Context: an optimization exercise on an open-source flow, tuned for small area, a short achievable clock period and few clock cycles. The choices shown serve that exercise and are no tape-out recipe. Power figures rest on the tool's default switching activity, not on a simulated workload.

main:
// my_chip
module my_chip (
    input  logic [11:0] io_in,
    output logic [11:0] io_out,
    input  logic clock,
    input  logic reset
);
==> flow/config.mk <==
export PLATFORM = sky130hd
export DESIGN_NAME = my_chip
export DESIGN_NICKNAME = my_chip
export VERILOG_FILES = /design/flow/design.v
export SDC_FILE = /design/flow/constraint.sdc
export NUM_CORES = 4
export LEC_CHECK = 0
export CAP_MARGIN = 20
export CORE_MARGIN = 2
export CORE_UTILIZATION = 40
export SETUP_SLACK_MARGIN = 4.5
export SLEW_MARGIN = 20
==> flow/constraint.sdc <==
create_clock -name core_clock -period 8.0 [get_ports {clock}]
set_input_delay 1.6000 -clock core_clock [delete_from_list [all_inputs] [get_ports {clock}]]
set_output_delay 1.6000 -clock core_clock [all_outputs]
set_load 0.01 [all_outputs]
run.sh (not shown) runs the stock make flow with config.mk's settings and CLKGATE_MAP_FILE= SYNTH_SCRIPT=/design/flow/synth_recipe.tcl, a recipe that flattens the netlist after the stock synthesis.
For the feature branch, these inputs were changed with respect to main:
- ABC_AREA newly set to 1
Notes after the runs:
- The feature branch: all stages complete, timing, DRC and antenna checks passed
- Register fraction of the total cell area (higher): main
- The core of the feature branch is more densely filled than that of main.
- The feature branch does worse than main on global-route wire length before repair.
- Part of the power in the clock network in the feature branch vs main: up 2.4 points
- main leaves less setup margin than the feature branch.
- Changes observed in the feature branch relative to main: area of all placed cells without fillers climbed about 4.5%; global-route usage climbed 2.2 points; register bit total from synthesis barely changed.
- Number of hold-repair buffers added at the cts stage came out exactly the same in main and the feature branch.
- Sort main and the feature branch by register share of total power asc -> top: the feature branch
No functional check of the RTL was part of any run of this note.

========
Setup of lane 1:
my_chip, a different RTL version from the one above (not shown whole).
Size: ~260 flip-flops.
Design my_chip, start of the top module:
module my_chip (
    input  logic [11:0] io_in,
    output logic [11:0] io_out,
    input  logic clock,
    input  logic reset
);
    localparam [11:0] BUBBLE = 12'h300;  
    logic [11:0] cmd;         
    logic [9:0]  rpc;         
    logic [11:0] xi;          
    logic [11:0] xa, xb;      
    logic        zf, pf;      
    logic [11:0] rf [0:15];   
    assign io_out = cmd;
    logic x_add, x_sub, x_and, x_or, x_xor, x_shl, x_shr, x_not, x_li;
    logic x_we, x_fwe;
    wire [3:0] xop = xi[11:8];
    wire [3:0] xrd = xi[7:4];
    wire x_load  = (xop == 4'b0001);
    wire x_jump  = (xop == 4'b0010);
    wire x_store = (xop[3:1] == 3'b011);
    wire x_halt  = (xop == 4'b0000);
    wire big = |xb[11:4] | (xb[3:0] >= 4'd12);
    logic [11:0] shl, shr;
    always_comb begin
        shl = xa << xb[3:0];
        shr = $signed({xop[0] & xa[11], xa}) >>> xb[3:0];
        if (big) begin
            shl = 12'b0;
            shr = {12{xop[0] & xa[11]}};
        end
    end
    wire [11:0] sum  = xa + xb;
    wire [11:0] diff = xb - xa;
    wire [11:0] res = ({12{x_add}} & sum)
                    | ({12{x_sub}} & diff)
                    | ({12{x_and}} & (xa & xb))
                    | ({12{x_or}}  & (xa | xb))
                    | ({12{x_xor}} & (xa ^ xb))
                    | ({12{x_shl}} & shl)
                    | ({12{x_shr}} & shr)
                    | ({12{x_not}} & ~xb)
                    | ({12{x_li}}  & {8'b0, xi[3:0]});
    wire [11:0] ab_x = xa ^ xb;
    wire z_add = (ab_x == {xa[10:0] | xb[10:0], 1'b0});
    wire z_eq  = (ab_x == 12'b0);               
    wire z_and = ((xa & xb) == 12'b0);
    wire z_or  = ((xa | xb) == 12'b0);
    wire z_not = (xb == 12'hFFF);
    wire z_shl = (shl == 12'b0);
    wire z_shr = (shr == 12'b0);
    wire res_z = (x_add & z_add) | ((x_sub | x_xor) & z_eq) | (x_and & z_and)
               | (x_or & z_or) | (x_not & z_not) | (x_shl & z_shl) | (x_shr & z_shr);
  ...
clock: 8.0 ns
lec_check: 0
cap_margin: 20
core_margin: 2
core_utilization: 40
setup_slack_margin: 4.5
slew_margin: 20
Input changes introduced in lane 2 (baseline for comparison: lane 1):
# lane 1
export LEC_CHECK = 0
export CAP_MARGIN = 20
export CORE_MARGIN = 2
export CORE_UTILIZATION = 40
export SETUP_SLACK_MARGIN = 4.5
export SLEW_MARGIN = 20
create_clock -name core_clock -period 8.0 [get_ports {clock}]
# lane 2
export LEC_CHECK = 0
export CAP_MARGIN = 20
export CORE_MARGIN = 2
export CORE_UTILIZATION = 40
export SETUP_SLACK_MARGIN = 4.0
export SLEW_MARGIN = 20
create_clock -name core_clock -period 8.0 [get_ports {clock}]
==> summary.txt <==
- On total length of routed met3 wires, lane 2 and lane 1 are basically level.
- Lane 1 -> lane 2: die area delta 0, exact match
- On hold slack: lane 2 sits below lane 1.
- Relative to lane 1, cell depth of the worst flop-to-flop path has decreased by 1 in lane 2.
Function was not checked in any run of this note: the RTL went through the layout flow alone.

port drivers added, routing unchanged:
In the flow no input, the clock included, has a driving cell. The finished layouts below were timed again as built, in two steps. Step 1 (the two cells are an assumption about what drives the block):
set clk [get_ports {clock}]
set_driving_cell -lib_cell sky130_fd_sc_hd__clkbuf_16 $clk
set_driving_cell -lib_cell sky130_fd_sc_hd__buf_2 [delete_from_list [all_inputs] $clk]
Step 2, shift: input delay + t, output delay - t, t = (earliest + latest rising clock arrival at the registers) / 2. This alone moves slack from input paths to output paths. Three values: no drivers, after step 1, after step 2; two values: the first two.
| run | t, ns | setup slack, ns | latest minus earliest clock arrival (ns) | worst slew at a driven data input, ns | pins driven straight from the clock port |
|---|---|---|---|---|---|
| main | 0.617 | 4.322 / 4.322 / 3.785 | 0.013 / 0.013 | 0.03 | 1 |
| the feature branch | 0.597 | 4.493 / 4.493 / 3.976 | 0.038 / 0.038 | 0.04 | 1 |
| lane 1 | 0.627 | 4.429 / 4.461 / 3.835 | 0.023 / 0.023 | 0.03 | 1 |
| lane 2 | 0.622 | 4.032 / 4.058 / 3.436 | 0.030 / 0.030 | 0.04 | 1 |
After both steps every run listed still meets setup and hold. For lane 2, which loses most, drivers alone change the setup slack by +0.026 ns; drivers and shift together by -0.596 ns.
